Background: an optimization exercise with open tools, aiming at small area. Do not read the settings as production practice.
The RTL was checked by simulation tests, not by an equivalence proof against the original design.
Power is estimated from default activity; no workload was simulated.

File: standard.sh
#!/bin/bash
# synth_recipe.tcl (not shown) runs the flow's synth.tcl, then flattens the netlist and writes it again
# the make line also repeats each setting of config.mk as NAME=value (left out here)
make -C /OpenROAD-flow-scripts/flow DESIGN_CONFIG=/design/flow/config.mk WORK_HOME=/design/flow/orfs CLKGATE_MAP_FILE= SYNTH_SCRIPT=/design/flow/synth_recipe.tcl "${@:-finish}"
File: constraint.sdc
create_clock -name core_clock -period 35.0 [get_ports {clk}]
set_input_delay 7.0000 -clock core_clock [delete_from_list [all_inputs] [get_ports {clk}]]
set_output_delay 7.0000 -clock core_clock [all_outputs]
set_load 0.01 [all_outputs]
File: flow/abc_area.script
&get -n
&st
&dch
&nf -R 1000
&st
&syn2
&if -g -K 6
&synch2
&nf -R 1000
&st
&syn2
&if -g -K 6
&synch2
&nf -R 1000
&st
&syn2
&if -g -K 6
&synch2
&nf -R 1000
&st
&syn2
&if -g -K 6
&synch2
&nf -R 1000
&st
&syn2
&if -g -K 6
&synch2
&nf -R 1000
&put
topo
stime -c
dnsize -c
File: config.mk
export PLATFORM = sky130hd
export DESIGN_NAME = calc_func_top
export DESIGN_NICKNAME = calc_func_top
export VERILOG_FILES = /design/flow/design.v
export SDC_FILE = /design/flow/constraint.sdc
export NUM_CORES = 4
export LEC_CHECK = 0
export CAP_MARGIN = 0
export CORE_MARGIN = 2
export CORE_UTILIZATION = 40
export SLEW_MARGIN = 0
File: flow/run.sh
#!/bin/bash
# Layout flow: the standard flow (standard.sh) with these changes.
#  - Synthesis: synth_recipe.tcl with Yosys's internal "abc -fast" skipped
#    (synth -noabc), so extract_fa sees the adder cells as the RTL writes
#    them, and the final abc run using flow/abc_area.script (the ORFS speed
#    script with delay relaxed and without the buffering and upsizing steps).
#    Register inference and mapping are unchanged.
#  - Port buffers are buf_1 cells; synthesis buffers are removed at floorplan.
#  - Clock tree built from clkbuf_4 cells, without dummy loads.
# Each tool's output goes to standard_flow.log; ORFS also keeps its per-step
# logs under orfs/logs.
set -euo pipefail
work=$PWD
{
  sed '1s/yosys synth -nofsm -noshare /yosys synth -nofsm -noshare -noabc /' synth_recipe.tcl | head -1
  cat <<TCL
proc abc {args} {
  set i [lsearch -exact \$args -script]
  if { \$i >= 0 } { lset args [expr {\$i + 1}] $work/flow/abc_area.script }
  yosys abc {*}\$args
}
TCL
  tail -n +2 synth_recipe.tcl
} > custom_synth.tcl
grep -q -- '-noabc' custom_synth.tcl
bash standard.sh "SYNTH_SCRIPT=$work/custom_synth.tcl" \
  "BUFFER_PORTS_ARGS=-buffer_cell sky130_fd_sc_hd__buf_1" REMOVE_ABC_BUFFERS=1 \
  "CTS_ARGS=-sink_clustering_enable -repair_clock_nets -dont_use_dummy_load -buf_list sky130_fd_sc_hd__clkbuf_4" \
  finish > standard_flow.log 2>&1
File: design.v
module mul8(
    input [7:0] a,
    input [7:0] b,
    output [15:0] p
    );
    wire pp_0_0 = a[0] & b[0];
    wire pp_0_1 = a[1] & b[0];
    wire pp_0_2 = a[2] & b[0];
    wire pp_0_3 = a[3] & b[0];
    wire pp_0_4 = a[4] & b[0];
    wire pp_0_5 = a[5] & b[0];
    wire pp_0_6 = a[6] & b[0];
    wire pp_0_7 = a[7] & b[0];
    wire pp_1_0 = a[0] & b[1];
    wire pp_1_1 = a[1] & b[1];
    wire pp_1_2 = a[2] & b[1];
    wire pp_1_3 = a[3] & b[1];
    wire pp_1_4 = a[4] & b[1];
    wire pp_1_5 = a[5] & b[1];
    wire pp_1_6 = a[6] & b[1];
    wire pp_1_7 = a[7] & b[1];
    wire pp_2_0 = a[0] & b[2];
    wire pp_2_1 = a[1] & b[2];
    wire pp_2_2 = a[2] & b[2];
    wire pp_2_3 = a[3] & b[2];
    wire pp_2_4 = a[4] & b[2];
    wire pp_2_5 = a[5] & b[2];
    wire pp_2_6 = a[6] & b[2];
    wire pp_2_7 = a[7] & b[2];
    wire pp_3_0 = a[0] & b[3];
    wire pp_3_1 = a[1] & b[3];
    wire pp_3_2 = a[2] & b[3];
    wire pp_3_3 = a[3] & b[3];
    wire pp_3_4 = a[4] & b[3];
    wire pp_3_5 = a[5] & b[3];
    wire pp_3_6 = a[6] & b[3];
    wire pp_3_7 = a[7] & b[3];
    wire pp_4_0 = a[0] & b[4];
    wire pp_4_1 = a[1] & b[4];
    wire pp_4_2 = a[2] & b[4];
    wire pp_4_3 = a[3] & b[4];
    wire pp_4_4 = a[4] & b[4];
    wire pp_4_5 = a[5] & b[4];
    wire pp_4_6 = a[6] & b[4];
    wire pp_4_7 = a[7] & b[4];
    wire pp_5_0 = a[0] & b[5];
    wire pp_5_1 = a[1] & b[5];
    wire pp_5_2 = a[2] & b[5];
    wire pp_5_3 = a[3] & b[5];
    wire pp_5_4 = a[4] & b[5];
    wire pp_5_5 = a[5] & b[5];
    wire pp_5_6 = a[6] & b[5];
    wire pp_5_7 = a[7] & b[5];
    wire pp_6_0 = a[0] & b[6];
    wire pp_6_1 = a[1] & b[6];
    wire pp_6_2 = a[2] & b[6];
    wire pp_6_3 = a[3] & b[6];
    wire pp_6_4 = a[4] & b[6];
    wire pp_6_5 = a[5] & b[6];
    wire pp_6_6 = a[6] & b[6];
    wire pp_6_7 = a[7] & b[6];
    wire pp_7_0 = a[0] & b[7];
    wire pp_7_1 = a[1] & b[7];
    wire pp_7_2 = a[2] & b[7];
    wire pp_7_3 = a[3] & b[7];
    wire pp_7_4 = a[4] & b[7];
    wire pp_7_5 = a[5] & b[7];
    wire pp_7_6 = a[6] & b[7];
    wire pp_7_7 = a[7] & b[7];
    wire hs1 = pp_0_1 ^ pp_1_0;
    wire hc2 = pp_0_1 & pp_1_0;
    wire fs3 = pp_0_2 ^ pp_1_1 ^ pp_2_0;
    wire fc4 = (pp_0_2 & pp_1_1) | (pp_0_2 & pp_2_0) | (pp_1_1 & pp_2_0);
    wire hs5 = fs3 ^ hc2;
    wire hc6 = fs3 & hc2;
    wire fs7 = pp_0_3 ^ pp_1_2 ^ pp_2_1;
    wire fc8 = (pp_0_3 & pp_1_2) | (pp_0_3 & pp_2_1) | (pp_1_2 & pp_2_1);
    wire fs9 = pp_3_0 ^ fc4 ^ fs7;
    wire fc10 = (pp_3_0 & fc4) | (pp_3_0 & fs7) | (fc4 & fs7);
    wire hs11 = fs9 ^ hc6;
    wire hc12 = fs9 & hc6;
    wire fs13 = pp_0_4 ^ pp_1_3 ^ pp_2_2;
    wire fc14 = (pp_0_4 & pp_1_3) | (pp_0_4 & pp_2_2) | (pp_1_3 & pp_2_2);
    wire fs15 = pp_3_1 ^ pp_4_0 ^ fc8;
    wire fc16 = (pp_3_1 & pp_4_0) | (pp_3_1 & fc8) | (pp_4_0 & fc8);
    wire fs17 = fs13 ^ fc10 ^ fs15;
    wire fc18 = (fs13 & fc10) | (fs13 & fs15) | (fc10 & fs15);
    wire hs19 = fs17 ^ hc12;
    wire hc20 = fs17 & hc12;
    wire fs21 = pp_0_5 ^ pp_1_4 ^ pp_2_3;
    wire fc22 = (pp_0_5 & pp_1_4) | (pp_0_5 & pp_2_3) | (pp_1_4 & pp_2_3);
    wire fs23 = pp_3_2 ^ pp_4_1 ^ pp_5_0;
    wire fc24 = (pp_3_2 & pp_4_1) | (pp_3_2 & pp_5_0) | (pp_4_1 & pp_5_0);
    wire fs25 = fc14 ^ fs21 ^ fs23;
    wire fc26 = (fc14 & fs21) | (fc14 & fs23) | (fs21 & fs23);
    wire fs27 = fc16 ^ fs25 ^ fc18;
    wire fc28 = (fc16 & fs25) | (fc16 & fc18) | (fs25 & fc18);
    wire hs29 = fs27 ^ hc20;
    wire hc30 = fs27 & hc20;
    wire fs31 = pp_0_6 ^ pp_1_5 ^ pp_2_4;
    wire fc32 = (pp_0_6 & pp_1_5) | (pp_0_6 & pp_2_4) | (pp_1_5 & pp_2_4);
    wire fs33 = pp_3_3 ^ pp_4_2 ^ pp_5_1;
    wire fc34 = (pp_3_3 & pp_4_2) | (pp_3_3 & pp_5_1) | (pp_4_2 & pp_5_1);
    wire fs35 = pp_6_0 ^ fc22 ^ fc24;
    wire fc36 = (pp_6_0 & fc22) | (pp_6_0 & fc24) | (fc22 & fc24);
    wire fs37 = fs31 ^ fs33 ^ fc26;
    wire fc38 = (fs31 & fs33) | (fs31 & fc26) | (fs33 & fc26);
    wire fs39 = fs35 ^ fs37 ^ fc28;
    wire fc40 = (fs35 & fs37) | (fs35 & fc28) | (fs37 & fc28);
    wire hs41 = fs39 ^ hc30;
    wire hc42 = fs39 & hc30;
    wire fs43 = pp_0_7 ^ pp_1_6 ^ pp_2_5;
    wire fc44 = (pp_0_7 & pp_1_6) | (pp_0_7 & pp_2_5) | (pp_1_6 & pp_2_5);
    wire fs45 = pp_3_4 ^ pp_4_3 ^ pp_5_2;
    wire fc46 = (pp_3_4 & pp_4_3) | (pp_3_4 & pp_5_2) | (pp_4_3 & pp_5_2);
    wire fs47 = pp_6_1 ^ pp_7_0 ^ fc32;
    wire fc48 = (pp_6_1 & pp_7_0) | (pp_6_1 & fc32) | (pp_7_0 & fc32);
    wire fs49 = fc34 ^ fs43 ^ fs45;
    wire fc50 = (fc34 & fs43) | (fc34 & fs45) | (fs43 & fs45);
    wire fs51 = fc36 ^ fs47 ^ fs49;
    wire fc52 = (fc36 & fs47) | (fc36 & fs49) | (fs47 & fs49);
    wire fs53 = fc38 ^ fs51 ^ fc40;
    wire fc54 = (fc38 & fs51) | (fc38 & fc40) | (fs51 & fc40);
    wire hs55 = fs53 ^ hc42;
    wire hc56 = fs53 & hc42;
    wire fs57 = pp_1_7 ^ pp_2_6 ^ pp_3_5;
    wire fc58 = (pp_1_7 & pp_2_6) | (pp_1_7 & pp_3_5) | (pp_2_6 & pp_3_5);
    wire fs59 = pp_4_4 ^ pp_5_3 ^ pp_6_2;
    wire fc60 = (pp_4_4 & pp_5_3) | (pp_4_4 & pp_6_2) | (pp_5_3 & pp_6_2);
    wire fs61 = pp_7_1 ^ fc44 ^ fc46;
    wire fc62 = (pp_7_1 & fc44) | (pp_7_1 & fc46) | (fc44 & fc46);
    wire fs63 = fs57 ^ fs59 ^ fc48;
    wire fc64 = (fs57 & fs59) | (fs57 & fc48) | (fs59 & fc48);
    wire fs65 = fc50 ^ fs61 ^ fc52;
    wire fc66 = (fc50 & fs61) | (fc50 & fc52) | (fs61 & fc52);
    wire fs67 = fs63 ^ fs65 ^ fc54;
    wire fc68 = (fs63 & fs65) | (fs63 & fc54) | (fs65 & fc54);
    wire hs69 = fs67 ^ hc56;
    wire hc70 = fs67 & hc56;
    wire fs71 = pp_2_7 ^ pp_3_6 ^ pp_4_5;
    wire fc72 = (pp_2_7 & pp_3_6) | (pp_2_7 & pp_4_5) | (pp_3_6 & pp_4_5);
    wire fs73 = pp_5_4 ^ pp_6_3 ^ pp_7_2;
    wire fc74 = (pp_5_4 & pp_6_3) | (pp_5_4 & pp_7_2) | (pp_6_3 & pp_7_2);
    wire fs75 = fc58 ^ fc60 ^ fs71;
    wire fc76 = (fc58 & fc60) | (fc58 & fs71) | (fc60 & fs71);
    wire fs77 = fs73 ^ fc62 ^ fs75;
    wire fc78 = (fs73 & fc62) | (fs73 & fs75) | (fc62 & fs75);
    wire fs79 = fc64 ^ fs77 ^ fc66;
    wire fc80 = (fc64 & fs77) | (fc64 & fc66) | (fs77 & fc66);
    wire fs81 = fs79 ^ fc68 ^ hc70;
    wire fc82 = (fs79 & fc68) | (fs79 & hc70) | (fc68 & hc70);
    wire fs83 = pp_3_7 ^ pp_4_6 ^ pp_5_5;
    wire fc84 = (pp_3_7 & pp_4_6) | (pp_3_7 & pp_5_5) | (pp_4_6 & pp_5_5);
    wire fs85 = pp_6_4 ^ pp_7_3 ^ fc72;
    wire fc86 = (pp_6_4 & pp_7_3) | (pp_6_4 & fc72) | (pp_7_3 & fc72);
    wire fs87 = fc74 ^ fs83 ^ fc76;
    wire fc88 = (fc74 & fs83) | (fc74 & fc76) | (fs83 & fc76);
    wire fs89 = fs85 ^ fc78 ^ fs87;
    wire fc90 = (fs85 & fc78) | (fs85 & fs87) | (fc78 & fs87);
    wire fs91 = fs89 ^ fc80 ^ fc82;
    wire fc92 = (fs89 & fc80) | (fs89 & fc82) | (fc80 & fc82);
    wire fs93 = pp_4_7 ^ pp_5_6 ^ pp_6_5;
    wire fc94 = (pp_4_7 & pp_5_6) | (pp_4_7 & pp_6_5) | (pp_5_6 & pp_6_5);
    wire fs95 = pp_7_4 ^ fc84 ^ fs93;
    wire fc96 = (pp_7_4 & fc84) | (pp_7_4 & fs93) | (fc84 & fs93);
    wire fs97 = fc86 ^ fs95 ^ fc88;
    wire fc98 = (fc86 & fs95) | (fc86 & fc88) | (fs95 & fc88);
    wire fs99 = fc90 ^ fs97 ^ fc92;
    wire fc100 = (fc90 & fs97) | (fc90 & fc92) | (fs97 & fc92);
    wire fs101 = pp_5_7 ^ pp_6_6 ^ pp_7_5;
    wire fc102 = (pp_5_7 & pp_6_6) | (pp_5_7 & pp_7_5) | (pp_6_6 & pp_7_5);
    wire fs103 = fc94 ^ fs101 ^ fc96;
    wire fc104 = (fc94 & fs101) | (fc94 & fc96) | (fs101 & fc96);
    wire fs105 = fs103 ^ fc98 ^ fc100;
    wire fc106 = (fs103 & fc98) | (fs103 & fc100) | (fc98 & fc100);
    wire fs107 = pp_6_7 ^ pp_7_6 ^ fc102;
    wire fc108 = (pp_6_7 & pp_7_6) | (pp_6_7 & fc102) | (pp_7_6 & fc102);
    wire fs109 = fs107 ^ fc104 ^ fc106;
    wire fc110 = (fs107 & fc104) | (fs107 & fc106) | (fc104 & fc106);
    wire fs111 = pp_7_7 ^ fc108 ^ fc110;
    wire fc112 = (pp_7_7 & fc108) | (pp_7_7 & fc110) | (fc108 & fc110);
    assign p[0] = pp_0_0;
    assign p[1] = hs1;
    assign p[2] = hs5;
    assign p[3] = hs11;
    assign p[4] = hs19;
    assign p[5] = hs29;
    assign p[6] = hs41;
    assign p[7] = hs55;
    assign p[8] = hs69;
    assign p[9] = fs81;
    assign p[10] = fs91;
    assign p[11] = fs99;
    assign p[12] = fs105;
    assign p[13] = fs109;
    assign p[14] = fs111;
    assign p[15] = fc112;
endmodule
module calc_func_top(
    input clk,
    input rst,
    input [15:0] sw,
    input btnC,
    input btnU,
    input btnD,
    input btnR,
    input btnL,
    output [3:0] an,
    output [6:0] seg,
    output dp,
    output [15:0] led
    );
    wire [7:0] a = sw[15:8];
    wire [7:0] b = sw[7:0];
    reg [3:0] dcnt;
    always @(posedge clk)
        if (rst) dcnt <= 4'd0;
        else     dcnt <= {dcnt[2:0], dcnt[3] ^ dcnt[2] ^ (dcnt[2:0] == 3'd0)};
    wire sen  = (dcnt == 4'd13);     
    wire post = (dcnt == 4'd10);     
    localparam [4:0] S20 = 5'b11011, S21 = 5'b10110;
    reg [4:0] cc, cu, cd, cr, cl;
    always @(posedge clk)
        if (rst | sen) begin
            cc <= (btnC & ~rst) ? step(cc) : 5'd0;
            cu <= (btnU & ~rst) ? step(cu) : 5'd0;
            cd <= (btnD & ~rst) ? step(cd) : 5'd0;
            cr <= (btnR & ~rst) ? step(cr) : 5'd0;
            cl <= (btnL & ~rst) ? step(cl) : 5'd0;
        end
    function [4:0] step(input [4:0] c);
        step = (c == S21) ? S21 : {c[3:0], ~(c[4] ^ c[2])};
    endfunction
    wire lvl_c = (cc == S20) | (cc == S21);
    wire lvl_u = (cu == S20) | (cu == S21);
    wire lvl_d = (cd == S20) | (cd == S21);
    wire lvl_r = (cr == S20) | (cr == S21);
    wire lvl_l = (cl == S20) | (cl == S21);
    wire add_p  = post & (cu == S20);
    wire mult_p = post & (cr == S20);
    wire sub_p  = post & (cd == S20);
    wire div_p  = post & (cl == S20);
    wire sel_add  = lvl_c & lvl_u;
    wire sel_mult = lvl_c & lvl_r & ~lvl_u;
    wire sel_sub  = lvl_c & lvl_d & ~lvl_u & ~lvl_r;
    wire sel_div  = lvl_c & lvl_l & ~lvl_u & ~lvl_r & ~lvl_d;
    reg [2:0] state;
    always @(posedge clk)
        if (rst) state <= 3'd0;
        else     state <= {sel_div, sel_mult | sel_sub, sel_add | sel_sub};
    reg [1:0] addr;
    always @(posedge clk)
        if (rst)         addr <= 2'd0;
        else if (add_p)  addr <= 2'd0;
        else if (mult_p) addr <= 2'd1;
        else if (sub_p)  addr <= 2'd2;
        else if (div_p)  addr <= 2'd3;
    assign led = {~sel_add, ~sel_mult, ~sel_sub, ~sel_div, 5'd0, state, 2'd0, addr};
    wire wr      = |state;
    wire is_div  = state[2];
    wire is_mult = state[1] & ~state[0];
    wire is_sub  = state[1] & state[0];
    wire [7:0] as;
    wire       as_c;
    addsub8 u_as (.a(a), .b(b), .sub(is_sub), .s(as), .co(as_c));
    wire [15:0] p;
    mul8 u_mul (.a(a), .b(b), .p(p));
    wire [7:0] q;
    wire bz;
    div8 u_div (.a(a), .b(b), .q(q), .bz(bz));
    wire [15:0] r_as  = {{7{is_sub & ~as_c}}, as_c ^ is_sub, as};
    wire [15:0] r_div = {{8{bz}}, q};
    wire g_div = is_div & ~rst;
    wire g_mul = is_mult & ~rst;
    wire g_as  = ~is_div & ~is_mult & ~rst;
    wire [15:0] wdata = ({16{g_div}} & r_div) | ({16{g_mul}} & p) | ({16{g_as}} & r_as);
    reg [15:0] mem0, mem1, mem2, mem3, disp;
    always @(posedge clk) begin
        if (rst | (wr & (addr == 2'd0))) mem0 <= wdata;
        if (rst | (wr & (addr == 2'd1))) mem1 <= wdata;
        if (rst | (wr & (addr == 2'd2))) mem2 <= wdata;
        if (rst | (wr & (addr == 2'd3))) mem3 <= wdata;
    end
    wire r0 = ~rst & (addr == 2'd0);
    wire r1 = ~rst & (addr == 2'd1);
    wire r2 = ~rst & (addr == 2'd2);
    wire r3 = ~rst & (addr == 2'd3);
    wire [15:0] rdata = ({16{r0}} & mem0) | ({16{r1}} & mem1) | ({16{r2}} & mem2) | ({16{r3}} & mem3);
    always @(posedge clk)
        if (rst | ~wr) disp <= rdata;
    reg [2:0] cnt;
    reg clkd;
    reg [1:0] dig;
    always @(posedge clk)
        if (rst) begin
            cnt <= 3'd0; clkd <= 1'b0; dig <= 2'd0;
        end else if (cnt[2]) begin
            cnt <= 3'd0; clkd <= ~clkd;
            if (!clkd) dig <= {dig[0], ~dig[1]};    
        end else
            cnt <= cnt + 3'd1;
    assign an = {~(dig == 2'b10), ~(dig == 2'b11), ~(dig == 2'b01), ~(dig == 2'b00)};
    reg [3:0] nib;
    always @(*)
        case (dig)
            2'd0: nib = disp[3:0];
            2'd1: nib = disp[7:4];
            2'd3: nib = disp[11:8];
            default: nib = disp[15:12];
        endcase
    reg [6:0] s;
    always @(*)
        case (nib)
            4'h0: s = 7'b1000000;
            4'h1: s = 7'b1111001;
            4'h2: s = 7'b0100100;
            4'h3: s = 7'b0110000;
            4'h4: s = 7'b0011001;
            4'h5: s = 7'b0010010;
            4'h6: s = 7'b0000010;
            4'h7: s = 7'b1111000;
            4'h8: s = 7'b0000000;
            4'h9: s = 7'b0011000;
            4'ha: s = 7'b0001000;
            4'hb: s = 7'b0000011;
            4'hc: s = 7'b1000110;
            4'hd: s = 7'b0100001;
            4'he: s = 7'b0000110;
            default: s = 7'b0001110;
        endcase
    assign seg = s;
    assign dp = 1'b1;
endmodule
module addsub8(
    input [7:0] a,
    input [7:0] b,
    input sub,
    output [7:0] s,
    output co
    );
    wire [8:0] c;
    wire [7:0] bs = b ^ {8{sub}};
    assign c[0] = sub;
    genvar i;
    generate
        for (i = 0; i < 8; i = i + 1) begin : g_bit
            assign s[i] = a[i] ^ bs[i] ^ c[i];
            assign c[i+1] = (a[i] & bs[i]) | (a[i] & c[i]) | (bs[i] & c[i]);
        end
    endgenerate
    assign co = c[8];
endmodule
module div8(
    input [7:0] a,
    input [7:0] b,
    output [7:0] q,
    output bz
    );
    wire [7:0] nb = ~b;
    wire [8:1] hz;
    assign hz[8] = 1'b1;
    genvar w, j;
    generate
        for (w = 7; w >= 1; w = w - 1) begin : g_hz
            assign hz[w] = hz[w+1] & nb[w];
        end
    endgenerate
    assign bz = hz[1] & nb[0];
    wire [71:0] rem;
    generate
        for (w = 1; w <= 8; w = w + 1) begin : g_step
            wire [w-1:0] tt;
            if (w == 1) begin : g_first
                assign tt = a[7];
            end else begin : g_next
                assign tt = {rem[8*(w-1) +: w-1], a[8-w]};
            end
            wire [w:0] c;
            wire [w-1:0] d;
            assign c[1] = tt[0] | nb[0];
            for (j = 1; j < w; j = j + 1) begin : g_bit
                if (w < 8) begin : g_fa
                    assign d[j] = tt[j] ^ nb[j] ^ c[j];
                    assign c[j+1] = (tt[j] & nb[j]) | (tt[j] & c[j]) | (nb[j] & c[j]);
                end else begin : g_cmp
                    assign c[j+1] = (tt[j] & nb[j]) | (tt[j] & c[j]) | (nb[j] & c[j]);
                end
            end
            assign q[8-w] = hz[w] & c[w];
            if (w > 1) begin : g_rhi
                assign rem[8*w+1 +: w-1] = q[8-w] ? d[w-1:1] : tt[w-1:1];
            end
            assign rem[8*w] = tt[0] ^ (q[8-w] & b[0]);
        end
    endgenerate
endmodule
==> impl_metrics.csv, run 1 <==
group,metric,value,unit
status,status,"finished clean",
global_route,grt_max_degree,26,
clocking,clk_pin_slew,0.09,ns
global_route,grtUsageTotal,16.7,%
placed_design,dp_slack,11.60,ns
logic_synthesis,ys_types,51,
placed_design,dpl_cell_area,8430,sq um
sta,setup_violations,0,
drt,wl_per_cell,17.4,um
sta,worst_slew_pin_slew,1.12,ns
sta,fmax,43.8,MHz
sta,slew_violations,0,
finish,drive_above_1_share,7.32,%
placed_design,dp.cells,931,
drt,vias,5010,
clocking,htreeDepth,4,
global_route,antenna_found_initial,1,
sta,hold_viol,0,
sta,fin_setup_tns,0,ns
floorplanning,core-area,19400,sq um
sta,post-route-period-util,65.3,%
finish,layout.nets,798,
clocking,cts_setup_buffers,0,
setup_path,slowest_delay,0.65,ns
drt,ant_nets,0,
logic_synthesis,synth_edf_count,105,
drt,firstDrtPassIters,5,
finish,instances_no_fill,949,
worst_hold_path,hold_depth,1,
floorplanning,fp-row-count,51,
setup_path,reg2reg_to,"mem3[8]$_DFFE_PP_",
floorplanning,start_util,40.7,%
sta,clock-skew-final,0.0341,ns
global_route,grt_pass1_wl,26400,um
worst_hold_path,hold_start,"cnt[0]$_SDFF_PP0_",
power_and_ir_drop,p_leak,3.13,nW
floorplanning,ioPinCount,51,
finish,syn_to_final_growth,8.55,%
logic_synthesis,synth_ff_type,"edfxtp_1",
power_and_ir_drop,ir_worst_vdd,0.0000154,V
global_route,grt_pass1_vias,5117,
clocking,cts_resized,0,
global_route,grt_overflow,0,
logic_synthesis,synthCells,616,
drt,vias_per_cell,5.28,
setup_path,r2r_start,"state[0]$_SDFF_PP0_",
placed_design,port-buffer-count,42,
setup_path,cp.arrival,23.10,ns
setup_path,startpoint_type,"input port",
placed_design,gp_congestion,0.833,
clocking,numCtsBuffers,17,
clocking,cts_max_path_buffers,2,
worst_hold_path,hold_class,"register to register",
power_and_ir_drop,p_total,0.324,mW
clocking,tritoncts,"built",
floorplanning,die-width,144,um
worst_hold_path,holdPathEnd,"cnt[0]$_SDFF_PP0_",
finish,multi_input_area,4360,sq um
logic_synthesis,ys_async_sr_fraction,0,%
setup_path,reg2reg_slack,29.46,ns
clocking,clock-sinks,120,
clocking,clk_latency,0.53,ns
setup_path,critPathCaptureType,"register",
clocking,cts_hold_buf,0,
floorplanning,die-area,20900,sq um
sta,maxSlewHeadroom,25.4,%
flow_run,drv_cap,0,
setup_path,cp_common_cell,"fa_1",
finish,final_area,8560,sq um
power_and_ir_drop,p_per_area,37.8,nW/um^2
setup_path,r2r_cells,16,
sta,period_minus_slack,22.84,ns
sta,rsz0062_at_grt,"false",
finish,seq_area,3450,sq um
logic_synthesis,avgSynthCellArea,12.8,sq um
setup_path,cp.required,35.26,ns
logic_synthesis,netlist_area,7890,sq um
clocking,cts_root_buffer,"clkbuf_4",
sta,fin_ws,12.16,ns
drt,drt_iter0_drc,383,
floorplanning,die_height,144,um
logic_synthesis,yosys_warnings,1,
logic_synthesis,synth_seq_cells,120,
setup_path,crit_slowest_cell,"buf_1",
setup_path,path_class,"input port to register",
placed_design,dp_hpwl,12100,um
logic_synthesis,synth-seq-area-share,43.8,%
drt,drc,0,
drt,finalWirelength,16500,um
finish,n_fill_cell,1809,
setup_path,path_max_fanout,16,
-- power breakdown --
part           switching (mW)  internal [mW]  total, mW  leakage, nW
Sequential            0.00369          0.166      0.169         1.22
Combinational          0.0515         0.0400     0.0915         1.82
Clock                  0.0408         0.0221     0.0629       0.0782
-- through the flow --
step,util (%),hold slack (ns)
6_report,44.1,0.444
5_1_grt,44.1,0.478
4_1_cts,44.1,0.440
3_5_place_dp,43.5,0.425
3_3_place_gp,43.5,0.406
2_1_floorplan,-,0.396
-- kinds of logic after synthesis --
family | count (synthesis) | share of synthesized area (%)
AO/OA/AOI/OAI | 80 | 6.84
XOR/XNOR | 20 | 2.22
adder cells (fa/ha/maj) | 94 | 22.1
buffers and inverters | 23 | 1.52
flip-flops | 120 | 43.8
multiplexers | 27 | 6.66
other | 2 | 0.0952
AND/OR/NAND/NOR | 250 | 16.8
-- cell type report --
| cell class | count | share of cell area (%) |
|---|---|---|
| clock buffers | 17 | 1.49 |
| repair buffers | 53 | 2.81 |
| inverters | 14 | 0.614 |
| flip-flops and latches | 120 | 40.3 |
| well taps | 265 | 3.87 |
| diodes | 1 | 0.0292 |
| multi-input cells | 479 | 50.9 |
-- Yosys cell counts, types with 2 or more instances --
master	count	area (sq um)
a22oi_1	5	37.5
maj3_1	4	40.0
a211oi_1	2	15.0
or3_1	6	37.5
o21a_1	10	75.1
conb_1	2	7.51
nand2_1	48	180
mux2_1	4	45.0
a21oi_1	15	75.1
a21o_1	8	60.1
fa_1	77	1540
xor2_1	8	70.1
nor2b_1	11	68.8
and3_1	5	31.3
and2_0	83	519
mux4_2	20	450
nand3_1	5	25.0
nand3b_1	5	37.5
clkinv_1	14	52.6
nor2_1	49	184
or2_0	3	18.8
a221o_1	3	30.0
a31oi_1	2	12.5
ha_1	13	163
nand2b_1	7	43.8
mux2i_1	3	30.0
o31ai_1	3	22.5
buf_4	9	67.6
and3b_1	3	26.3
xnor2_1	12	105
nor4_1	3	18.8
o21ai_0	16	80.1
nor3b_1	6	45.0
edfxtp_1	105	3150
o22ai_1	5	31.3
dfxtp_1	15	300
nor3_1	13	65.1
-- how the worst max path moves through the flow --
stage / slack [ns] / cells after the start / startpoint / to
3_5_place_dp: 11.60 / 52 / sw[5] / mem0[0]$_DFFE_PP_
2_1_floorplan: 12.74 / 50 / sw[7] / mem0[0]$_DFFE_PP_
6_report: 12.16 / 52 / sw[4] / mem0[0]$_DFFE_PP_
4_1_cts: 12.18 / 52 / sw[5] / mem3[0]$_DFFE_PP_
3_3_place_gp: 12.06 / 52 / sw[5] / mem0[0]$_DFFE_PP_
5_1_grt: 11.21 / 52 / sw[5] / mem0[0]$_DFFE_PP_
-- layer usage --
metal | GRT usage (%) | vias up | share of wire, %
li1 | - | 2334 | -
met3 | 3.11 | 34 | 4.2
met2 | 27.5 | 153 | 48
met5 | 0 | - | 0
met1 | 22.2 | 2489 | 45
met4 | 6.29 | 0 | 2.6
-- sequential cells by signal, indices dropped and copies added (netlist names) --
register / cells
mem2: 16
cu: 5
addr: 2
clkd: 1
mem1: 16
cl: 5
mem3: 16
disp: 16
cr: 5
cnt: 3
dig: 2
cd: 5
dcnt: 4
mem0: 16
state: 3
cc: 5
-- placed cells by master (no fill, tap or decap), types with 14 or more instances in the layout --
master,n
edfxtp_1,105
and2_0,83
fa_1,77
nor2_1,49
nand2_1,48
buf_1,42
mux4_2,20
clkbuf_4,17
a21oi_1,15
o21ai_0,15
dfxtp_1,15
clkinv_1,14
-- critical path, delay by kind of cell --
| kind | cells | cell delay, ns |
|---|---|---|
| adders and majority gates | 25 | 10.43 |
| buffers and inverters | 3 | 0.97 |
| and+or+nand+nor | 12 | 2.62 |
| xor gates and xnor gates | 6 | 1.15 |
| AOI/OAI and AO/OA | 6 | 0.88 |
==> run 2, diff against run 1 <==
--- a/config.mk
+++ b/config.mk
@@ -7,5 +7,6 @@
 export LEC_CHECK = 0
 export CAP_MARGIN = 0
 export CORE_MARGIN = 2
-export CORE_UTILIZATION = 40
+export CORE_UTILIZATION = 60
+export GPL_TIMING_DRIVEN = 0
 export SLEW_MARGIN = 0
==> run 2 against run 1 <==
- still clean
- critical endpoint is now mem1[0]$_DFFE_PP_
- via count down 1.3%
- setup slack got worse by 0.92 ns
- global-route usage grew 6.4 points
- die area fell by 33%
- register-to-register slack gained 0.14 ns
- worst hold slack worse by 0.013 ns
==> impl_metrics.csv, run 2 <==
group,metric,value,unit
setup_path,cp_common_cell,"fa_1",
global_route,grt_pass1_wl,25100,um
floorplanning,ioPinCount,51,
logic_synthesis,synthCells,616,
logic_synthesis,synth_commonest_cells,"edfxtp_1, and2_0, fa_1",
power_and_ir_drop,switchingPower,0.0940,mW
global_route,antenna_found_initial,0,
setup_path,cp.arrival,23.96,ns
sta,setup_violations,0,
power_and_ir_drop,p_sw_share,29.3,%
finish,n_fill_cell,1002,
placed_design,dp_hpwl,11100,um
clocking,cts_max_path_buffers,2,
clocking,clock-sinks,120,
clocking,clk_pin_slew,0.08,ns
sta,hold_viol,0,
clocking,tritoncts,"built",
sta,slew_violations,0,
finish,diodes,0,
floorplanning,fp-row-count,41,
placed_design,gp_congestion,0.783,
sta,period_minus_slack,23.76,ns
floorplanning,die-width,119,um
global_route,grt_pass1_vias,5099,
setup_path,critPathCaptureType,"register",
logic_synthesis,ys_async_sr_fraction,0,%
sta,fmax,42.1,MHz
setup_path,path_class,"input port to register",
finish,syn_to_final_growth,6.09,%
drt,finalWirelength,15200,um
logic_synthesis,synth_seq_cells,120,
drt,firstDrtPassIters,5,
logic_synthesis,netlist_area,7890,sq um
finish,final_area,8370,sq um
finish,drive_above_1_share,6.10,%
logic_synthesis,synth_edf_count,105,
logic_synthesis,synth-seq-area-share,43.8,%
worst_hold_path,hold_class,"register to register",
power_and_ir_drop,p_leak,3.07,nW
floorplanning,die_height,119,um
floorplanning,die-area,14100,sq um
setup_path,startpoint_type,"input port",
drt,ant_nets,0,
sta,fin_setup_tns,0,ns
drt,drc,0,
sta,maxSlewHeadroom,20.6,%
finish,final_common_cell,"edfxtp_1",
logic_synthesis,ys_types,51,
setup_path,path_max_fanout,16,
power_and_ir_drop,p_clk_share,19.4,%
clocking,cts_hold_buf,0,
drt,vias_per_cell,5.86,
global_route,grtUsageTotal,23.2,%
power_and_ir_drop,p_per_area,38.3,nW/um^2
placed_design,port-buffer-count,42,
floorplanning,start_util,62.0,%
global_route,grt_overflow,0,
clocking,numCtsBuffers,17,
power_and_ir_drop,p_seq_share,52.7,%
sta,rsz0062_at_grt,"false",
logic_synthesis,netlist.area_leader.share,40.0,%
power_and_ir_drop,ir_worst_vdd,0.0000169,V
drt,vias,4945,
power_and_ir_drop,p_int,0.227,mW
logic_synthesis,synth.most_common_cell,"edfxtp_1",
floorplanning,core-area,12700,sq um
clocking,cts_root_buffer,"clkbuf_4",
setup_path,crit_slowest_cell,"nor4_2",
drt,wl_per_cell,18.1,um
clocking,cts_setup_buffers,0,
logic_synthesis,synthTopCellsByArea,"edfxtp_1, fa_1, and2_0",
finish,most-common-layout-cells,"edfxtp_1, and2_0, fa_1",
drt,drt_iter0_drc,319,
clocking,clk_latency,0.50,ns
flow_run,drv_cap,0,
status,status,"finished clean",
global_route,grt_max_degree,27,
sta,clock-skew-final,0.0335,ns
finish,layout.nets,787,
logic_synthesis,avgSynthCellArea,12.8,sq um
sta,worst_slew_pin_slew,1.19,ns
logic_synthesis,synth_ff_type,"edfxtp_1",
power_and_ir_drop,comb_power_share,27.8,%
logic_synthesis,yosys_warnings,1,
sta,post-route-period-util,67.9,%
setup_path,slowest_delay,0.74,ns
placed_design,dpl_cell_area,8240,sq um
clocking,cts_resized,0,
clocking,htreeDepth,4,
logic_synthesis,yosysTopAreaCell,"edfxtp_1",
setup_path,cp.required,35.21,ns
## run 2: cell counts after synthesis
Identical to the previous run, type by type.
## run 2: cell type report
type / instances / area, sq um / area share (%)
Clock buffer: 17 / 128 / 1.52
Inverter: 14 / 52.6 / 0.628
Multi-Input combinational cell: 479 / 4360 / 52.1
Sequential cell: 120 / 3450 / 41.3
Tap cell: 172 / 215 / 2.57
Timing Repair Buffer: 42 / 158 / 1.88
## run 2: path summary, 6_finish.rpt
| check | startpoint | endpoint | slack [ns] | cells after the start |
|---|---|---|---|---|
| worst min register to register | cnt[0]$_SDFF_PP0_ | cnt[0]$_SDFF_PP0_ | 0.43 | 1 |
| worst min-delay path | cnt[0]$_SDFF_PP0_ | cnt[0]$_SDFF_PP0_ | 0.43 | 1 |
| worst max-delay path | sw[4] | mem1[0]$_DFFE_PP_ | 11.24 | 51 |
| worst max register to register | state[1]$_SDFF_PP0_ | mem3[8]$_DFFE_PP_ | 29.60 | 16 |
## run 2: power by group through the flow
stage	Sequential (mW)	Combinational [mW]	Clock (mW)
after floorplan	0.171	0.0647	0
after global placement	0.172	0.0858	0
after detailed placement	0.173	0.0898	0
after CTS	0.169	0.0904	0.0645
after global routing	0.170	0.103	0.0695
final	0.169	0.0893	0.0624
## run 2: cell families after synthesis
logic type / synth area share [%]
other: 0.0952
flip-flops: 43.8
buffers and inverters: 1.52
AND/OR/NAND/NOR: 16.8
AO/OA/AOI/OAI: 6.84
XOR/XNOR: 2.22
adder cells (fa/ha/maj): 22.1
multiplexers: 6.66
## run 2: metrics by stage
| step | hold WS, ns | utilization, % | worst slack (ns) | power [mW] | cells |
|---|---|---|---|---|---|
| floorplan | 0.396 | - | 12.74 | 0.236 | 613 |
| global placement | 0.406 | 64.6 | 10.69 | 0.258 | 827 |
| detailed placement | 0.419 | 64.8 | 10.82 | 0.262 | 827 |
| CTS | 0.432 | 65.8 | 11.30 | 0.324 | 844 |
| global route | 0.434 | 65.8 | 10.33 | 0.342 | 844 |
| finish | 0.431 | 65.8 | 11.24 | 0.321 | 844 |
## run 2: metal layers
layer	global-route usage, %	vias to the layer above	wire length (um)
li1	-	2310	-
met1	31.2	2463	6860
met2	38.9	157	7510
met3	3.91	15	691
met4	6.92	0	180
met5	0	-	0
## run 2: worst max-delay path, delay by kind of cell
kind            cells  cell delay [ns]
simple gates       12             3.43
compound gates      6             0.95
buf+inv             2             0.86
fa+ha+maj          25            10.55
xor+xnor            6             1.16
==> run 3, diff against run 2 <==
--- a/config.mk
+++ b/config.mk
@@ -7,6 +7,6 @@
 export LEC_CHECK = 0
 export CAP_MARGIN = 0
 export CORE_MARGIN = 2
-export CORE_UTILIZATION = 60
+export CORE_UTILIZATION = 75
 export GPL_TIMING_DRIVEN = 0
 export SLEW_MARGIN = 0
==> run 3 against run 2 <==
- cell count decreased by 4.3%
- worst hold slack lost 0.012 ns
- routed wire length increased by 1.5%
- fmax rose by 1.3%
- area after synthesis unchanged
- count of clock-buffer cells in the layout unchanged
- clock power shrank 3.2%
- global-route usage grew 6.6 points
- design area decreased by 0.54%
- core utilization grew 15 points
- die area down 19%
- sequential power about the same
- highest routed layer unchanged
==> impl_metrics.csv, run 3 <==
group,metric,value,unit
power_and_ir_drop,p_total,0.321,mW
setup_path,path_buf_inv,2,
setup_path,startpoint_type,"input port",
flow_run,drv_cap,0,
drt,met3_length,847,um
clocking,cts_root_buffer,"clkbuf_4",
floorplanning,start_util,76.8,%
floorplanning,die-width,107,um
drt,wl_per_cell,19.2,um
global_route,grtUsageTotal,29.7,%
sta,fin_ws,11.54,ns
logic_synthesis,yosys_warnings,1,
drt,ant_nets,0,
setup_path,cp.required,35.25,ns
sta,clock-skew-final,0.0249,ns
setup_path,cp_common_cell,"fa_1",
status,status,"finished clean",
finish,diodes,0,
finish,drive_above_1_share,6.10,%
power_and_ir_drop,ir_worst_vdd,0.0000230,V
logic_synthesis,synthCells,616,
logic_synthesis,avgSynthCellArea,12.8,sq um
power_and_ir_drop,p_per_area,38.6,nW/um^2
clocking,clk_pin_slew,0.10,ns
setup_path,crit_slowest_cell,"buf_1",
logic_synthesis,synth-seq-area-share,43.8,%
clocking,clk_latency,0.50,ns
sta,maxSlewHeadroom,24.3,%
logic_synthesis,netlist.area_leader.share,40.0,%
drt,wl_met1,6170,um
floorplanning,core-area,10300,sq um
logic_synthesis,ys_async_sr_fraction,0,%
placed_design,dp_slack,10.60,ns
drt,drt_iter0_drc,416,
clocking,numCtsBuffers,17,
clocking,cts_hold_buf,0,
placed_design,dp.cells,791,
setup_path,crit_family,"adder cells",
sta,post-route-period-util,67.0,%
floorplanning,fp-row-count,37,
logic_synthesis,synth_seq_cells,120,
setup_path,critPathCaptureType,"register",
sta,slew_violations,0,
sta,period_minus_slack,23.46,ns
sta,hold_viol,0,
logic_synthesis,synthTopCellsByArea,"edfxtp_1, fa_1, and2_0",
sta,hold_slack,0.419,ns
logic_synthesis,synth.most_common_cell,"edfxtp_1",
drt,firstDrtPassIters,6,
floorplanning,ioPinCount,51,
global_route,grt_pass1_vias,5169,
setup_path,cp.arrival,23.71,ns
drt,vias,5039,
finish,layout.nets,787,
placed_design,gp_congestion,0.819,
global_route,grt_pass1_wl,25300,um
logic_synthesis,ys_types,51,
global_route,grt_max_degree,27,
drt,finalWirelength,15500,um
setup_path,slowest_delay,0.69,ns
logic_synthesis,synth_ff_type,"edfxtp_1",
logic_synthesis,synth_commonest_cells,"edfxtp_1, and2_0, fa_1",
setup_path,path_class,"input port to register",
global_route,antenna_found_initial,0,
finish,syn_to_final_growth,5.52,%
sta,worst_slew_pin_slew,1.13,ns
sta,setup_violations,0,
sta,rsz0062_at_grt,"false",
drt,routed-wl-met2,8240,um
placed_design,dp_hpwl,11400,um
sta,fin_setup_tns,0,ns
clocking,clock-sinks,120,
power_and_ir_drop,p_leak,3.07,nW
worst_hold_path,hold_class,"register to register",
logic_synthesis,netlist_area,7890,sq um
floorplanning,die-area,11400,sq um
logic_synthesis,synth_edf_count,105,
finish,most-common-layout-cells,"edfxtp_1, and2_0, fa_1",
clocking,htreeDepth,4,
clocking,cts_resized,0,
placed_design,port-buffer-count,42,
setup_path,path_max_fanout,18,
clocking,cts_setup_buffers,0,
clocking,tritoncts,"built",
global_route,grt_overflow,0,
floorplanning,die_height,107,um
logic_synthesis,yosysTopAreaCell,"edfxtp_1",
finish,final_common_cell,"edfxtp_1",
clocking,cts_max_path_buffers,2,
drt,highest_layer,"met4",
drt,vias_per_cell,6.24,
finish,instances_no_fill,808,
drt,drc,0,
sta,fmax,42.6,MHz
-- run 3: layout make-up --
class	count	area (sq um)
Tap cell	136	170
Fill cell	606	1950
Timing Repair Buffer	42	158
Sequential cell	120	3450
Multi-Input combinational cell	479	4360
Inverter	14	52.6
Clock buffer	17	128
-- run 3: layer usage --
layer	vias to the layer above	GRT usage, %
met4	0	7.70
met3	24	6.74
li1	2312	-
met5	-	0
met1	2496	38.1
met2	207	51.8
-- run 3: path summary, 6_finish.rpt --
kind                       start           endpoint  slack, ns  cells past startpoint
min            cnt[0]$_SDFF_PP0_  cnt[0]$_SDFF_PP0_       0.42                      1
max                        sw[6]  mem0[0]$_DFFE_PP_      11.54                     51
max reg2reg  state[0]$_SDFF_PP0_  mem1[8]$_DFFE_PP_      29.55                     16
min reg2reg    cnt[0]$_SDFF_PP0_  cnt[0]$_SDFF_PP0_       0.42                      1
-- run 3: where the power goes --
part           internal [mW]  switching, mW  leakage (nW)
sequential             0.166        0.00396          1.22
clock                 0.0222         0.0382        0.0782
combinational         0.0395         0.0515          1.77
-- run 3: through the flow --
step	util, %	cell area, sq um
2_1_floorplan	-	7840
3_5_place_dp	79.7	8190
3_3_place_gp	79.5	8170
4_1_cts	80.9	8320
5_1_grt	81.0	8320
6_report	81.0	8320
-- run 3: kinds of logic after synthesis --
group / synth area share [%]
mux: 6.66
simple gates: 16.8
buf+inv: 1.52
other cells: 0.0952
compound gates: 6.84
xor+xnor: 2.22
flops: 43.8
fa+ha+maj: 22.1
-- run 3: worst reg2reg max path, stage by stage, from the launching register on --
cell and delay [ns]:
dfxtp_1 0.38, nand2_1 0.39, clkinv_1 0.27, ha_1 0.35, clkinv_1 0.07, fa_1 0.37
fa_1 0.38, fa_1 0.38, fa_1 0.39, fa_1 0.39, fa_1 0.41, fa_1 0.41
fa_1 0.38, clkinv_1 0.06, ha_1 0.12, clkinv_1 0.05, a221o_1 0.37
==> run 4, diff against run 3 <==
--- a/config.mk
+++ b/config.mk
@@ -5,8 +5,9 @@
 export SDC_FILE = /design/flow/constraint.sdc
 export NUM_CORES = 4
 export LEC_CHECK = 0
-export CAP_MARGIN = 0
+export CAP_MARGIN = 20
 export CORE_MARGIN = 2
-export CORE_UTILIZATION = 75
+export CORE_UTILIZATION = 60
+export GPL_ROUTABILITY_DRIVEN = 0
 export GPL_TIMING_DRIVEN = 0
-export SLEW_MARGIN = 0
+export SLEW_MARGIN = 20
==> run 4 against run 3 <==
- count of clock-buffer cells in the layout did not move
- sequential power barely moved
- first-iteration DRC count fell by 43%
- still clean on timing, DRC and antenna
- synthesized cell count did not move
==> impl_metrics.csv, run 4 <==
group,metric,value,unit
logic_synthesis,netlist.area_leader.share,40.0,%
floorplanning,start_util,62.0,%
clocking,cts_root_buffer,"clkbuf_4",
worst_hold_path,hold_class,"register to register",
setup_path,path_class,"input port to register",
finish,syn_to_final_growth,6.63,%
clocking,tritoncts,"built",
drt,routed-wl-met2,7710,um
finish,n_fill_cell,1003,
power_and_ir_drop,p_per_area,38.4,nW/um^2
logic_synthesis,synthTopCellsByArea,"edfxtp_1, fa_1, and2_0",
global_route,antenna_found_initial,0,
worst_hold_path,hold_start,"cnt[0]$_SDFF_PP0_",
floorplanning,ioPinCount,51,
logic_synthesis,ys_types,51,
flow_run,drv_cap,0,
power_and_ir_drop,p_leak,3.09,nW
power_and_ir_drop,p_int,0.228,mW
setup_path,reg2reg_slack,29.59,ns
drt,vias_per_cell,5.89,
drt,drt_iter0_drc,237,
sta,post-route-period-util,66.9,%
power_and_ir_drop,p_total,0.323,mW
logic_synthesis,synthCells,616,
logic_synthesis,synth.most_common_cell,"edfxtp_1",
power_and_ir_drop,comb_power_share,28.4,%
global_route,grt_pass1_vias,5087,
setup_path,cp.arrival,23.62,ns
drt,drc,0,
setup_path,critPathCaptureType,"register",
floorplanning,fp-row-count,41,
floorplanning,core-area,12700,sq um
logic_synthesis,synth_edf_count,105,
worst_hold_path,hold_depth,1,
clocking,clk_latency,0.49,ns
placed_design,port-buffer-count,42,
drt,met3_length,597,um
global_route,grt_max_degree,27,
logic_synthesis,synth-seq-area-share,43.8,%
sta,maxSlewHeadroom,31.4,%
setup_path,reg2reg_to,"mem2[8]$_DFFE_PP_",
floorplanning,die_height,119,um
power_and_ir_drop,ir_worst_vdd,0.0000154,V
sta,worst_slew_pin_slew,1.03,ns
floorplanning,die-width,119,um
clocking,cts_max_path_buffers,2,
drt,wl_per_cell,18.2,um
worst_hold_path,holdPathEnd,"cnt[0]$_SDFF_PP0_",
floorplanning,die-area,14100,sq um
placed_design,dp_hpwl,11300,um
finish,layout.nets,790,
logic_synthesis,yosys_warnings,1,
clocking,cts_resized,0,
logic_synthesis,ys_async_sr_fraction,0,%
sta,rsz0062_at_grt,"false",
global_route,grtUsageTotal,23.6,%
logic_synthesis,avgSynthCellArea,12.8,sq um
setup_path,cp_common_cell,"fa_1",
sta,setup_violations,0,
setup_path,path_max_fanout,18,
setup_path,crit_slowest_cell,"buf_1",
logic_synthesis,netlist_area,7890,sq um
finish,utilization,66.1,%
setup_path,startpoint_type,"input port",
drt,highest_layer,"met4",
finish,final_common_cell,"edfxtp_1",
setup_path,slowest_delay,0.72,ns
clocking,clock-sinks,120,
drt,wl_met1,7030,um
setup_path,r2r_cells,16,
drt,firstDrtPassIters,4,
sta,clock-skew-final,0.0279,ns
power_and_ir_drop,p_seq_share,52.4,%
logic_synthesis,yosysTopAreaCell,"edfxtp_1",
global_route,grt_overflow,0,
power_and_ir_drop,p_sw_share,29.4,%
power_and_ir_drop,p_clk_share,19.2,%
clocking,cts_setup_buffers,0,
finish,drive_above_1_share,6.96,%
logic_synthesis,synth_commonest_cells,"edfxtp_1, and2_0, fa_1",
drt,ant_nets,0,
sta,hold_viol,0,
logic_synthesis,synth_seq_cells,120,
sta,slew_violations,0,
clocking,numCtsBuffers,17,
sta,fin_setup_tns,0,ns
finish,most-common-layout-cells,"edfxtp_1, and2_0, fa_1",
sta,fmax,42.7,MHz
status,status,"finished clean",
finish,diodes,0,
logic_synthesis,synth_ff_type,"edfxtp_1",
setup_path,r2r_start,"state[0]$_SDFF_PP0_",
sta,period_minus_slack,23.42,ns
sta,hold_slack,0.430,ns
setup_path,cp.required,35.21,ns
drt,vias,4991,
clocking,clk_pin_slew,0.08,ns
clocking,htreeDepth,4,
power_and_ir_drop,switchingPower,0.0950,mW
global_route,grt_pass1_wl,25700,um
clocking,cts_hold_buf,0,
drt,finalWirelength,15400,um
run 4: cell counts after synthesis:
No cell type changed its count.
run 4: metrics by stage:
step,instance area (sq um),setup WS (ns),cells
2_1_floorplan,7840,12.74,613
6_report,8410,11.58,847
3_3_place_gp,8220,10.69,827
5_1_grt,8410,10.64,847
3_5_place_dp,8280,11.15,830
4_1_cts,8400,11.66,847
run 4: worst max-delay path by stage:
| stage | from | end | slack [ns] | cells past startpoint |
|---|---|---|---|---|
| after floorplan | sw[7] | mem0[0]$_DFFE_PP_ | 12.74 | 50 |
| after global placement | sw[4] | mem0[0]$_DFFE_PP_ | 10.69 | 51 |
| after detailed placement | sw[4] | mem1[0]$_DFFE_PP_ | 11.15 | 52 |
| after CTS | sw[4] | mem3[0]$_DFFE_PP_ | 11.66 | 52 |
| after global routing | sw[4] | mem3[0]$_DFFE_PP_ | 10.64 | 52 |
| final | sw[6] | mem3[0]$_DFFE_PP_ | 11.58 | 52 |
run 4: area by class of cell:
class / count / area, sq um / share of cell area [%]
clock buffers: 17 / 128 / 1.52
repair buffers: 45 / 193 / 2.29
flip-flops and latches: 120 / 3450 / 41.1
inverters: 14 / 52.6 / 0.625
multi-input cells: 479 / 4370 / 51.9
well taps: 172 / 215 / 2.56
run 4: kinds of logic (layout without fill, tap and decap cells):
family | Yosys count | count (layout) | share of synthesized area, %
XOR/XNOR | 20 | 20 | 2.22
AO/OA/AOI/OAI | 80 | 80 | 6.84
AND/OR/NAND/NOR | 250 | 250 | 16.8
flip-flops | 120 | 120 | 43.8
other | 2 | 8 | 0.0952
adder cells (fa/ha/maj) | 94 | 94 | 22.1
buffers and inverters | 23 | 76 | 1.52
multiplexers | 27 | 27 | 6.66
run 4: power by group through the flow:
stage,clock (mW),combinational [mW],sequential [mW]
finish,0.0620,0.0917,0.169
global route,0.0698,0.105,0.170
CTS,0.0648,0.0924,0.169
detailed placement,0,0.0920,0.172
global placement,0,0.0858,0.172
floorplan,0,0.0647,0.171
run 4: worst max-delay path: cells and delay by family:
family                   cells  cell delay, ns
AO/OA/AOI/OAI                6            0.92
AND/OR/NAND/NOR             12            2.89
XOR/XNOR                     6            1.16
buffers and inverters        3            1.07
adder cells (fa/ha/maj)     25           10.53
run 4: per-layer routing:
layer  vias up  GRT usage, %
met5         -             0
met4         0          6.40
met3        10          3.81
met2       131          38.8
met1      2540          32.9
li1       2310             -
==> run 5, diff against run 4 <==
--- a/config.mk
+++ b/config.mk
@@ -7,7 +7,5 @@
 export LEC_CHECK = 0
 export CAP_MARGIN = 20
 export CORE_MARGIN = 2
-export CORE_UTILIZATION = 60
-export GPL_ROUTABILITY_DRIVEN = 0
-export GPL_TIMING_DRIVEN = 0
+export CORE_UTILIZATION = 40
 export SLEW_MARGIN = 20
==> run 5 against run 4 <==
- clock skew grew 0.0062 ns
- global-route usage shrank 6.8 points
- register-to-register slack lost 0.14 ns
- via count grew 0.46%
- critical path depth is the same
- cell count grew 12%
- first-iteration DRC count grew 62%
- fmax grew 2.5%
- worst hold slack gained 0.013 ns
- sequential power is essentially flat
- routed wire length grew 7.0%
- count of clock-buffer cells in the layout is the same
- critical path type unchanged
- largest cell class unchanged
==> impl_metrics.csv, run 5 <==
group,metric,value,unit
setup_path,critPathCaptureType,"register",
logic_synthesis,avgSynthCellArea,12.8,sq um
logic_synthesis,yosysTopAreaCell,"edfxtp_1",
global_route,grtUsageTotal,16.7,%
clocking,htreeDepth,4,
clocking,cts_hold_buf,0,
clocking,cts_root_buffer,"clkbuf_4",
finish,syn_to_final_growth,8.58,%
placed_design,dp_hpwl,12100,um
sta,period_minus_slack,22.84,ns
setup_path,startpoint_type,"input port",
global_route,grt_overflow,0,
setup_path,cp.required,35.25,ns
logic_synthesis,ys_async_sr_fraction,0,%
power_and_ir_drop,p_total,0.324,mW
logic_synthesis,ys_types,51,
sta,worst_slew_pin_slew,1.12,ns
finish,final_common_cell,"edfxtp_1",
logic_synthesis,netlist.area_leader.share,40.0,%
sta,maxSlewHeadroom,25.2,%
logic_synthesis,synth_commonest_cells,"edfxtp_1, and2_0, fa_1",
setup_path,cp.arrival,23.10,ns
floorplanning,die-width,144,um
logic_synthesis,yosys_warnings,1,
clocking,clk_latency,0.53,ns
power_and_ir_drop,p_per_area,37.8,nW/um^2
finish,most-common-layout-cells,"edfxtp_1, and2_0, fa_1",
sta,rsz0062_at_grt,"false",
sta,post-route-period-util,65.3,%
setup_path,crit_family,"adder cells",
clocking,clock-sinks,120,
floorplanning,fp-row-count,51,
drt,vias,5014,
setup_path,cp_common_cell,"fa_1",
power_and_ir_drop,ir_worst_vdd,0.0000154,V
placed_design,port-buffer-count,42,
floorplanning,die-area,20900,sq um
logic_synthesis,synth-seq-area-share,43.8,%
drt,drc,0,
clocking,tritoncts,"built",
clocking,numCtsBuffers,17,
setup_path,reg2reg_slack,29.45,ns
setup_path,path_max_fanout,16,
floorplanning,die_height,144,um
global_route,antenna_found_initial,1,
drt,drt_iter0_drc,383,
clocking,clk_pin_slew,0.09,ns
global_route,grt_pass1_wl,26400,um
clocking,cts_setup_buffers,0,
drt,finalWirelength,16500,um
clocking,cts_max_path_buffers,2,
global_route,grt_pass1_vias,5117,
sta,fin_setup_tns,0,ns
logic_synthesis,synth_edf_count,105,
placed_design,gp_congestion,0.833,
status,status,"finished clean",
logic_synthesis,synthTopCellsByArea,"edfxtp_1, fa_1, and2_0",
setup_path,slowest_delay,0.65,ns
logic_synthesis,synth.most_common_cell,"edfxtp_1",
logic_synthesis,synth_ff_type,"edfxtp_1",
logic_synthesis,netlist_area,7890,sq um
floorplanning,ioPinCount,51,
placed_design,dp.cells,931,
finish,instances_no_fill,949,
floorplanning,start_util,40.7,%
drt,firstDrtPassIters,5,
clocking,cts_resized,0,
logic_synthesis,synth_seq_cells,120,
sta,setup_violations,0,
finish,n_fill_cell,1808,
setup_path,path_class,"input port to register",
global_route,grt_max_degree,26,
sta,hold_viol,0,
worst_hold_path,hold_class,"register to register",
logic_synthesis,synthCells,616,
power_and_ir_drop,p_leak,3.12,nW
drt,vias_per_cell,5.28,
sta,clock-skew-final,0.0340,ns
floorplanning,core-area,19400,sq um
finish,drive_above_1_share,7.47,%
drt,ant_nets,0,
drt,wl_per_cell,17.4,um
sta,fmax,43.8,MHz
flow_run,drv_cap,0,
setup_path,path_buf_inv,3,
finish,layout.nets,798,
sta,slew_violations,0,
setup_path,crit_slowest_cell,"buf_1",
==> run 5: cell counts after synthesis <==
No cell type changed its count.
==> run 5: through the flow <==
step	utilization (%)	worst slack [ns]	hold slack [ns]	cell area (sq um)
2_1_floorplan	-	12.74	0.396	7840
3_3_place_gp	43.5	12.06	0.406	8430
3_5_place_dp	43.5	11.60	0.425	8430
4_1_cts	44.1	12.18	0.440	8560
5_1_grt	44.2	11.21	0.478	8570
6_report	44.2	12.16	0.444	8570
==> run 5: routing by layer <==
layer  wire length, um  track usage (%)
met2              8000             27.5
met1              7390             22.2
met5                 0                0
met4               433             6.29
met3               695             3.11
==> run 5: worst paths after layout <==
check / startpoint / to / cells past startpoint
worst max-delay path: sw[4] / mem0[0]$_DFFE_PP_ / 52
worst min register to register: cnt[0]$_SDFF_PP0_ / cnt[0]$_SDFF_PP0_ / 1
worst max register to register: state[0]$_SDFF_PP0_ / mem3[8]$_DFFE_PP_ / 16
worst min-delay path: cnt[0]$_SDFF_PP0_ / cnt[0]$_SDFF_PP0_ / 1
==> run 5: cell type report <==
| type | instances | area (sq um) | share of cell area, % |
|---|---|---|---|
| antenna | 1 | 2.50 | 0.0292 |
| clock buffer | 17 | 128 | 1.49 |
| inverter | 14 | 52.6 | 0.613 |
| multi-input combinational | 479 | 4360 | 50.9 |
| sequential | 120 | 3450 | 40.3 |
| tap | 265 | 332 | 3.87 |
| timing repair buffer | 53 | 240 | 2.80 |
==> run 5: kinds of logic (layout without fill, tap and decap cells) <==
group | Yosys count | in the layout | synth area share [%]
compound gates | 80 | 80 | 6.84
xor+xnor | 20 | 20 | 2.22
fa+ha+maj | 94 | 94 | 22.1
buf+inv | 23 | 84 | 1.52
flops | 120 | 120 | 43.8
mux | 27 | 27 | 6.66
other cells | 2 | 9 | 0.0952
simple gates | 250 | 250 | 16.8
==> run 5: where the power goes <==
part,leakage [nW],internal [mW],switching [mW],total [mW]
combinational,1.82,0.0400,0.0515,0.0915
clock,0.0782,0.0221,0.0407,0.0629
sequential,1.22,0.166,0.00369,0.169

what the ideal ports hide:
Ports are ideal in the flow. The routed layouts listed here were re-timed in OpenROAD.
Step 1 assumes that a clkbuf_16 drives the clock port and a buf_2 every other input.
Step 2 times the ports against the registers' clock, not the clock port: input delays grow and output delays shrink by t, the midpoint of the rising clock arrivals with the driver on.
Three values: ideal ports, drivers, drivers and shift; two values: the first two.
run | t (ns) | slack for setup (ns) | worst register clock-pin slew, ns
run 1 | 0.542 | 12.159 / 12.162 / 11.620 | 0.11 / 0.11
run 2 | 0.508 | 11.243 / 11.241 / 10.734 | 0.10 / 0.10
run 3 | 0.502 | 11.542 / 11.543 / 11.041 | 0.11 / 0.11
run 4 | 0.501 | 11.583 / 11.581 / 11.080 | 0.10 / 0.10
run 5 | 0.543 | 12.158 / 12.164 / 11.621 | 0.11 / 0.11
After both steps setup and hold are still met in every run listed. The setup slack of run 1, which loses most, moves by +0.003 ns with the drivers and by -0.539 ns with both steps.
